What follows belongs to an exercise in optimizing a design on an open flow for a short achievable clock period and few clock cycles; a production flow would make more cautious choices. Only simulation tests tie the RTL to the original design; equivalence was not proved. In this run the design's own scripts or RTL, not TritonCTS, make the clock network. The clock input has no modelled driver; a real chip could not lean on it and would need a root buffer or a full tree. No activity file was given, so power comes from the tool's default toggle rates.

## flow/design.v

```verilog
`timescale 10ns / 1ns
module procesamiento#(
		parameter n = 120,
		parameter m = 160,
		parameter AW = 15,
		parameter DW = 12
		)
		(
		clk,
		rst,
		init_procesamiento,
		proc_addr_in,
		proc_data_in,
		color,
		figure,
		done
   );
input clk;
input rst;
input init_procesamiento;
output reg [AW-1:0] proc_addr_in;
input [DW-1:0] proc_data_in;
output reg [1:0] color;
output reg [1:0] figure;
output reg done;
localparam [14:0] IDLE_ADDR = 15'd158;    
reg init_q;                      
reg busy, rdv;
reg s0, s1, sA, s159, s160;      
reg first, fin, lastrow;
reg [7:0] pc;
reg [5:0] r;
reg [14:0] addr_p1;              
reg [14:0] an;                   
reg [14:0] bm, b0;               
reg Snz;                         
reg fin7;                        
wire start = ~busy & init_q;
wire rowend = (s159 & ~Snz) | s160;
wire [14:0] inc = addr_p1 + 15'd1;
always @(posedge clk) init_q <= ~rst & init_procesamiento;
always @(posedge clk) begin
	proc_addr_in <= IDLE_ADDR;
	if (rst) begin
		busy <= 0; rdv <= 0;
		s0 <= 1; s1 <= 0; sA <= 0; s159 <= 0; s160 <= 0;
		first <= 1; fin <= 0; lastrow <= 0;
		pc <= 0; r <= 0;
		addr_p1 <= 0;
		an <= IDLE_ADDR; bm <= 15'h7fff; b0 <= 15'd0;
	end else begin
		if (fin7) busy <= 0;
		if (start) busy <= 1;
		if (s0 & (rdv | start)) begin
			if (fin) begin
				rdv <= 0; first <= 1; fin <= 0; r <= 0; lastrow <= 0;
				an <= IDLE_ADDR; bm <= 15'h7fff; b0 <= 15'd0;
			end else begin
				rdv <= 1;
				s0 <= 0; s1 <= 1;
				proc_addr_in <= bm; addr_p1 <= b0;
				an <= an + 15'd480; bm <= bm + 15'd480; b0 <= b0 + 15'd480;
			end
		end
		if (rdv) begin
			if (s1) begin
				s1 <= 0; sA <= 1; pc <= 8'd2;
				proc_addr_in <= addr_p1; addr_p1 <= inc;
			end
			if (sA & ~s159) begin
				pc <= pc + 8'd1;
				s159 <= (pc == 8'd158);
				proc_addr_in <= addr_p1; addr_p1 <= inc;
			end
			if (s159 & Snz) begin
				sA <= 0; s159 <= 0; s160 <= 1;
				proc_addr_in <= inc;
			end
			if (rowend) begin
				sA <= 0; s159 <= 0; s160 <= 0; s0 <= 1;
				proc_addr_in <= lastrow ? IDLE_ADDR : an;
				first <= 0;
				fin <= lastrow;
				r <= r + 6'd1;
				lastrow <= (r == 6'd38);
			end
		end
	end
end
reg [11:0] d1;
reg f1_p0, f1_first, f1_fin, f1_pa, f1_p159, f1_p160;
always @(posedge clk) begin
	d1 <= proc_data_in;
	f1_first <= first;
	f1_fin <= fin;
	if (rst) begin
		f1_p0 <= 0; f1_pa <= 0; f1_p159 <= 0; f1_p160 <= 0;
	end else begin
		f1_p0 <= (rdv | start) & s0;
		f1_pa <= rdv & sA;
		f1_p159 <= rdv & s159;
		f1_p160 <= rdv & s160;
	end
end
reg [11:0] t2, Sreg;
reg nz2, nz157, en2, re2, fin2, clr2;
wire nz1 = |d1;
wire en1 = (f1_pa & nz2) | f1_p160 | (f1_p0 & ~f1_first & nz157);
always @(posedge clk) begin
	nz2 <= nz1;
	t2 <= en1 ? (f1_p0 ? Sreg : d1) : 12'd0;
	if (f1_p0) begin Sreg <= d1; Snz <= nz1; end
	if (f1_p159) nz157 <= nz1;
	if (rst) begin
		en2 <= 0; re2 <= 0; fin2 <= 0; clr2 <= 0;
	end else begin
		en2 <= en1;
		re2 <= f1_p0 & ~f1_first;
		fin2 <= f1_p0 & f1_fin;
		clr2 <= f1_p0 & f1_first;
	end
end
reg [3:0] R0, R1, R2, G0, G1, G2, B0, B1, B2;
reg [4:0] R3, G3, B3;
reg Rk0, Rk1, Rk2, Gk0, Gk1, Gk2, Bk0, Bk1, Bk2;
reg [7:0] w, wf, wprev;
reg wvld, wgt;
reg [5:0] fv, am;
reg rf3, rf4, rf5, fin3, fin4, fin5, fin6;
always @(posedge clk) begin
	if (clr2) begin
		{Rk0, R0} <= 0; {Rk1, R1} <= 0; {Rk2, R2} <= 0; R3 <= 0;
		{Gk0, G0} <= 0; {Gk1, G1} <= 0; {Gk2, G2} <= 0; G3 <= 0;
		{Bk0, B0} <= 0; {Bk1, B1} <= 0; {Bk2, B2} <= 0; B3 <= 0;
	end else begin
		{Rk0, R0} <= R0 + t2[11:8];
		{Rk1, R1} <= R1 + Rk0;
		{Rk2, R2} <= R2 + Rk1;
		R3 <= R3 + Rk2;
		{Gk0, G0} <= G0 + t2[7:4];
		{Gk1, G1} <= G1 + Gk0;
		{Gk2, G2} <= G2 + Gk1;
		G3 <= G3 + Gk2;
		{Bk0, B0} <= B0 + t2[3:0];
		{Bk1, B1} <= B1 + Bk0;
		{Bk2, B2} <= B2 + Bk1;
		B3 <= B3 + Bk2;
	end
	if (clr2 | rf3) w <= 0;
	else w <= w + en2;
	if (rf3) wf <= w;
	if (rf4) begin
		wvld <= wf > 8'd7;
		wgt <= wprev < wf;
	end
	if (clr2) begin
		fv <= 0; am <= 0; wprev <= 0;
	end else begin
		if (rf4) wprev <= wf;
		if (rf5 & wvld) begin
			fv <= fv + 6'd1;
			if (wgt) am <= am + 6'd1;
		end
	end
	if (rst) begin
		rf3 <= 0; rf4 <= 0; rf5 <= 0;
		fin3 <= 0; fin4 <= 0; fin5 <= 0; fin6 <= 0; fin7 <= 0;
	end else begin
		rf3 <= re2;
		rf4 <= rf3;
		rf5 <= rf4;
		fin3 <= fin2;
		fin4 <= fin3;
		fin5 <= fin4;
		fin6 <= fin5;
		fin7 <= fin6;
	end
end
wire [16:0] R = {R3, R2, R1, R0};
wire [16:0] G = {G3, G2, G1, G0};
wire [16:0] B = {B3, B2, B1, B0};
reg rg_h, rg_e, rg_l, gr_h, gr_l, rb_h, rb_e, rb_l, br_h, br_l, gb_h, gb_e, gb_l, bg_h, bg_l;
reg fa, fb, fz;
always @(posedge clk) begin
	rg_h <= R[16:8] > G[16:8]; gr_h <= G[16:8] > R[16:8]; rg_e <= R[16:8] == G[16:8];
	rg_l <= R[7:0] > G[7:0];   gr_l <= G[7:0] > R[7:0];
	rb_h <= R[16:8] > B[16:8]; br_h <= B[16:8] > R[16:8]; rb_e <= R[16:8] == B[16:8];
	rb_l <= R[7:0] > B[7:0];   br_l <= B[7:0] > R[7:0];
	gb_h <= G[16:8] > B[16:8]; bg_h <= B[16:8] > G[16:8]; gb_e <= G[16:8] == B[16:8];
	gb_l <= G[7:0] > B[7:0];   bg_l <= B[7:0] > G[7:0];
	fa <= fv >= am && am > (fv >> 1);
	fb <= (fv >> 1) >= am && am > (fv >> 2);
	fz <= fv > 0;
end
wire rg = rg_h | (rg_e & rg_l);
wire gr = gr_h | (rg_e & gr_l);
wire rb = rb_h | (rb_e & rb_l);
wire br = br_h | (rb_e & br_l);
wire gb = gb_h | (gb_e & gb_l);
wire bg = bg_h | (gb_e & bg_l);
always @(posedge clk) begin
	if (rst) begin
		done <= 0; color <= 0; figure <= 0;
	end else if (start) begin
		done <= 0;
	end else if (fin7) begin
		done <= 1;
		if (rg & rb) color <= 2'd1;
		else if (gr & gb) color <= 2'd2;
		else if (br & bg) color <= 2'd3;
		else color <= 2'd0;
		if (fa) figure <= 2'd1;
		else if (fb) figure <= 2'd2;
		else if (fz) figure <= 2'd3;
		else figure <= 2'd0;
	end
end
endmodule
```

## flow/flow/run.sh

```bash
#!/bin/bash
# Standard ORFS layout, except that the clock tree is built by flow/cts_hook.tcl
# (a two-level tree of clkbuf_16: clock port -> 4 buffers -> leaf buffers ->
# flip-flops) in place of TritonCTS. Everything else is the standard.sh.
set -euo pipefail
export PRE_CTS_TCL="$PWD/flow/cts_hook.tcl"
bash standard.sh > "$PWD/standard_flow.log" 2>&1
```

## flow/flow/cts_hook.tcl

```tcl
# Custom clock tree, run as ORFS's PRE_CTS_TCL hook on the placed design.
# The clock port drives NMID clkbuf_16, each driving NSUB leaf clkbuf_16, each
# driving an equal share of the flip-flops, grouped by recursive bisection of
# their placed locations. TritonCTS is then skipped.

set ccts_nmid 4
set ccts_nsub 3
if {[info exists ::env(CCTS_NMID)]} { set ccts_nmid $::env(CCTS_NMID) }
if {[info exists ::env(CCTS_NSUB)]} { set ccts_nsub $::env(CCTS_NSUB) }

proc ccts_center {it} {
  set box [[$it getInst] getBBox]
  return [list [expr {([$box xMin] + [$box xMax]) / 2}] [expr {([$box yMin] + [$box yMax]) / 2}]]
}

# items: list of {x y payload}; split into n groups of near-equal size
proc ccts_split {items n} {
  if {$n <= 1} { return [list $items] }
  set xs [lmap i $items {lindex $i 0}]
  set ys [lmap i $items {lindex $i 1}]
  set dx [expr {[tcl::mathfunc::max {*}$xs] - [tcl::mathfunc::min {*}$xs]}]
  set dy [expr {[tcl::mathfunc::max {*}$ys] - [tcl::mathfunc::min {*}$ys]}]
  set key [expr {$dx >= $dy ? 0 : 1}]
  set sorted [lsort -integer -index $key $items]
  set n1 [expr {$n / 2}]
  set n2 [expr {$n - $n1}]
  set cut [expr {round([llength $sorted] * double($n1) / $n)}]
  set a [lrange $sorted 0 [expr {$cut - 1}]]
  set b [lrange $sorted $cut end]
  return [concat [ccts_split $a $n1] [ccts_split $b $n2]]
}

proc ccts_centroid {items} {
  set sx 0.0; set sy 0.0
  foreach i $items { set sx [expr {$sx + [lindex $i 0]}]; set sy [expr {$sy + [lindex $i 1]}] }
  set k [llength $items]
  return [list [expr {round($sx / $k)}] [expr {round($sy / $k)}]]
}

proc ccts_buffer {block master name x y innet} {
  set inst [odb::dbInst_create $block $master $name]
  set w [[$inst getMaster] getWidth]
  set h [[$inst getMaster] getHeight]
  $inst setLocation [expr {$x - $w / 2}] [expr {$y - $h / 2}]
  $inst setPlacementStatus PLACED
  set net [odb::dbNet_create $block "${name}_net"]
  $net setSigType CLOCK
  [$inst findITerm A] connect $innet
  [$inst findITerm X] connect $net
  return $net
}

set block [ord::get_db_block]
set master [[ord::get_db] findMaster sky130_fd_sc_hd__clkbuf_16]
set clknet [$block findNet clk]
$clknet setSigType CLOCK

set sinks {}
foreach it [$clknet getITerms] {
  lassign [ccts_center $it] x y
  lappend sinks [list $x $y $it]
}
puts "ccts: [llength $sinks] clock sinks, $ccts_nmid x $ccts_nsub leaf buffers"

set mi 0
foreach mgroup [ccts_split $sinks $ccts_nmid] {
  set leaves [ccts_split $mgroup $ccts_nsub]
  set lcent [lmap l $leaves {ccts_centroid $l}]
  lassign [ccts_centroid $lcent] mx my
  set mnet [ccts_buffer $block $master "ccts_mid_$mi" $mx $my $clknet]
  set li 0
  foreach l $leaves c $lcent {
    lassign $c lx ly
    set lnet [ccts_buffer $block $master "ccts_leaf_${mi}_$li" $lx $ly $mnet]
    foreach s $l {
      set it [lindex $s 2]
      $it disconnect
      $it connect $lnet
    }
    puts "ccts: leaf ${mi}_$li at $lx $ly drives [llength $l] sinks"
    incr li
  }
  incr mi
}

global_connect
set_propagated_clock [all_clocks]

# TritonCTS is replaced by the tree above.
rename clock_tree_synthesis ccts_unused_clock_tree_synthesis
proc clock_tree_synthesis {args} { puts "ccts: TritonCTS skipped" }
```

## flow/standard.sh

```bash
#!/bin/bash
# synth_recipe.tcl (not shown) runs the flow's synth.tcl, then flattens the netlist and writes it again
# the make line also repeats each setting of config.mk as NAME=value (left out here)
make -C /OpenROAD-flow-scripts/flow DESIGN_CONFIG=/design/flow/config.mk WORK_HOME=/design/flow/orfs CLKGATE_MAP_FILE= SYNTH_SCRIPT=/design/flow/synth_recipe.tcl "${@:-finish}"
```

## flow/config.mk

```make
export PLATFORM = sky130hd
export DESIGN_NAME = procesamiento
export DESIGN_NICKNAME = procesamiento
export VERILOG_FILES = /design/flow/design.v
export SDC_FILE = /design/flow/constraint.sdc
export NUM_CORES = 4
export LEC_CHECK = 0
export ABC_CLOCK_PERIOD_IN_PS = 1500
export CAP_MARGIN = 20
export CORE_MARGIN = 2
export CORE_UTILIZATION = 60
export PLACE_DENSITY = 0.7
export SETUP_SLACK_MARGIN = 3.5
export SLEW_MARGIN = 20
export TNS_END_PERCENT = 100
```

## flow/constraint.sdc

```tcl
create_clock -name core_clock -period 5.0 [get_ports {clk}]
set_input_delay 1.0000 -clock core_clock [delete_from_list [all_inputs] [get_ports {clk}]]
set_output_delay 1.0000 -clock core_clock [all_outputs]
set_load 0.01 [all_outputs]
```

==> impl_metrics.yaml <==
setup_path:
  rr_worst_depth: 6
  cp.required_ns: 4.00
  crit_type: "reg2out"
  path_max_fanout: 1
  crit_family: "flip-flops"
  worst-path-buf-inv: 1
  path_cells: "buf_6"
  ff2ff_setup_slack_ns: 3.32
  crit_path_start_kind: "flop"
  arrival_ns: 0.79
  slowest_delay_ns: 0.37
  timing.rr.end: "proc_addr_in[14]$_SDFF_PP0_"
  crit_slowest_cell: "dfxtp_2"
  reg2reg_from: "addr_p1[0]$_SDFF_PP0_"
  cp.depth: 1
  endpoint: "proc_addr_in[8]"
  endpoint_kind: "primary output"
  critPathLaunch: "proc_addr_in[8]$_SDFF_PP0_"
synth:
  yosysSeqAreaShare: 0.457
  ys_types: 69
  yosysMostFrequentCell: "dfxtp_1"
  synthCells: 1263
  synth_commonest_cells: "240 x dfxtp_1, 166 x nor2_1, 116 x ha_1, 74 x inv_1, 69 x a21oi_1"
  synth_area_leaders: "dfxtp_1 40%, ha_1 12%, edfxtp_1 6.0%, nor2_1 5.2%, a21oi_1 2.9%"
  ys.flop_type: "dfxtp_1"
  syn_area_per_cell_sq_um: 9.57
  synth.net_count: 1397
  synth-seq-cells: 264
  synth_area_leader_cell: "dfxtp_1"
  synth-edff-count: 24
  ys_warn_count: 1
  synthArstFlopShare: 0
  synth_area_sq_um: 12100
  synth_top_area_frac: 0.397
routing:
  vias: 9474
  wl_um: 28000
  via_per_inst: 5.76
  detail_route.wl_per_cell_um: 17.0
  drtIter0Drc: 720
  drcViolationCount: 0
  firstDrtPassIters: 5
  final_antenna_net_count: 0
place:
  portBuffers: 34
  post-place-ws_ns: 2.29
  dp_cells: 1518
  place_hpwl_um: 17100
  gp_congestion: 0.821
clock_network:
  clk_latency_ns: 0.31
  clk_pin_slew_worst_paths_ns: 0.10
floorplanning:
  die-area_sq_um: 21300
  coreArea_sq_um: 19600
  die_w_um: 146
  std_cell_rows: 51
  die_h_um: 146
  start_util: 0.617
  ioPinCount: 35
cells_and_area:
  seq_area_sq_um: 5700
  fillers: 1337
  nets: 1516
  diodes: 0
  fin_cells: 1645
  multi_input_area_sq_um: 6990
  drive_above_1_share: 0.276
  syn_to_final_growth_pct: 25.4
global_route:
  overflow: 0
  grt_max_degree: 78
  antenna_found_initial: 0
  grt_pass1_vias: 9070
  grt_pass1_wl_um: 43800
  grt_use_total: 0.243
sta:
  tightest_slew_ns: 0.634
  finalCritPeriodShare: 0.357
  whs_ns: 0.428
  fmax_ghz: 0.560
  period_minus_slack_ns: 1.79
  setup_viol: 0
  finalClockSkew_ns: 0.0223
  rsz0062_at_grt: "true"
  drv_slew: 0
  final.setup.worst_slack_ns: 3.21
  slew_headroom: 0.576
  hold_violations: 0
  tns_ns: 0
pwr:
  ir_drop_mv: 0.382
  p_total_w: 0.00460
  leakage_nw: 6.32
  powerDensity_nw_per_um2: 304
min_path:
  hp-start: "first$_SDFF_PP1_"
  hp-class: "reg2reg"
flow_run:
  max-cap-violations: 0
status:
  status: "no timing/DRC/antenna violations"
==> layout by cell type (no fill, tap or decap), types with 40 or more instances in the layout <==
cell and count:
ha_1 95, dfxtp_2 46, nor2b_1 41, a21oi_1 52, nor2_1 161, nand2_1 40
nand3_1 43, dfxtp_1 164, buf_4 81, inv_1 58
==> metrics by stage <==
step | cell area [sq um] | utilization
after floorplan | 12200 | -
after global placement | 12700 | 0.647
after detailed placement | 12700 | 0.647
after CTS | 14300 | 0.729
after global routing | 15200 | 0.774
final | 15200 | 0.774
==> registers in the layout, summed over array words and instances, names as in the netlist, 8 cells and up <==
signal        cells
addr_p1          15
proc_addr_in     15
Sreg             12
d1               12
t2               12
bm               11
an               10
b0               10
pc                8
w                 8
wf                8
wprev             8
==> final cells by class <==
cell class,count,area share
plain buffers,16,0.0264
inverters,75,0.0197
multi-input cells,879,0.461
flip-flops and latches,264,0.376
well taps,265,0.0219
repair buffers,146,0.0950
==> power breakdown <==
part           internal [W]  switching, W  leakage, nW
Sequential          0.00229      0.000137         2.20
Clock              0.000576      0.000623        0.197
Combinational      0.000479      0.000499         3.92
Total               0.00334       0.00126         6.32
==> metal layers <==
layer	global-route usage	share of wire	wire, um	vias to the layer above
met2	0.429	0.49	13600	264
met3	0.0210	0.054	1520	70
met5	0	0	0	-
met1	0.329	0.43	12200	4504
met4	0.0426	0.024	683	0
li1	-	-	-	4636
==> logic make-up (layout without fill, tap and decap cells) <==
kind of cell / count (synthesis) / in the layout / synth area share
compound gates: 219 / 220 / 0.116
xor+xnor: 70 / 70 / 0.0507
fa+ha+maj: 119 / 119 / 0.125
mux: 25 / 25 / 0.0209
flops: 264 / 264 / 0.457
buf+inv: 123 / 237 / 0.0407
simple gates: 443 / 445 / 0.190
==> worst min-delay path by stage <==
stage	depth (start not counted)	to
after floorplan	0	f1_first$_DFF_P_
after global placement	0	f1_first$_DFF_P_
after detailed placement	0	f1_first$_DFF_P_
after CTS	0	f1_first$_DFF_P_
after global routing	0	f1_first$_DFF_P_
final	0	f1_first$_DFF_P_
==> what timing repair did <==
item                       CTS  global route
buffers inserted            65            38
resized for setup          273           140
setup endpoints to repair  144           101
hold buffers                 0             0
gates cloned                 4             4
pin swaps                   45            79
Testbench counts, summed over its fixed seeds: cycles 615,532.

==> re-timing with driven ports <==
In the flow no input, the clock included, has a driving cell. The finished layout below was timed again as built, in two steps.
Step 1 sets driving cells, clkbuf_16 on the clock port and buf_2 on the other inputs (assumed; they add their load-dependent delay and slew).
Step 2 adds t to the input delays and takes it off the output delays; t is the mean of the earliest and latest rising clock arrival at the registers after step 1. Input paths then give back, and output paths get back, about the clock's delay inside the block.
a / b / c = ideal ports / drivers / drivers and shift; a / b = the first two.
shift t [ns]: 0.401
slack for setup (ns): 3.213 / 3.107 / 3.128
latest minus earliest clock arrival (ns): 0.025 / 0.025
After both steps this run still meets setup and hold. The setup slack of this run moves by -0.106 ns with the drivers and by -0.085 ns with both steps.
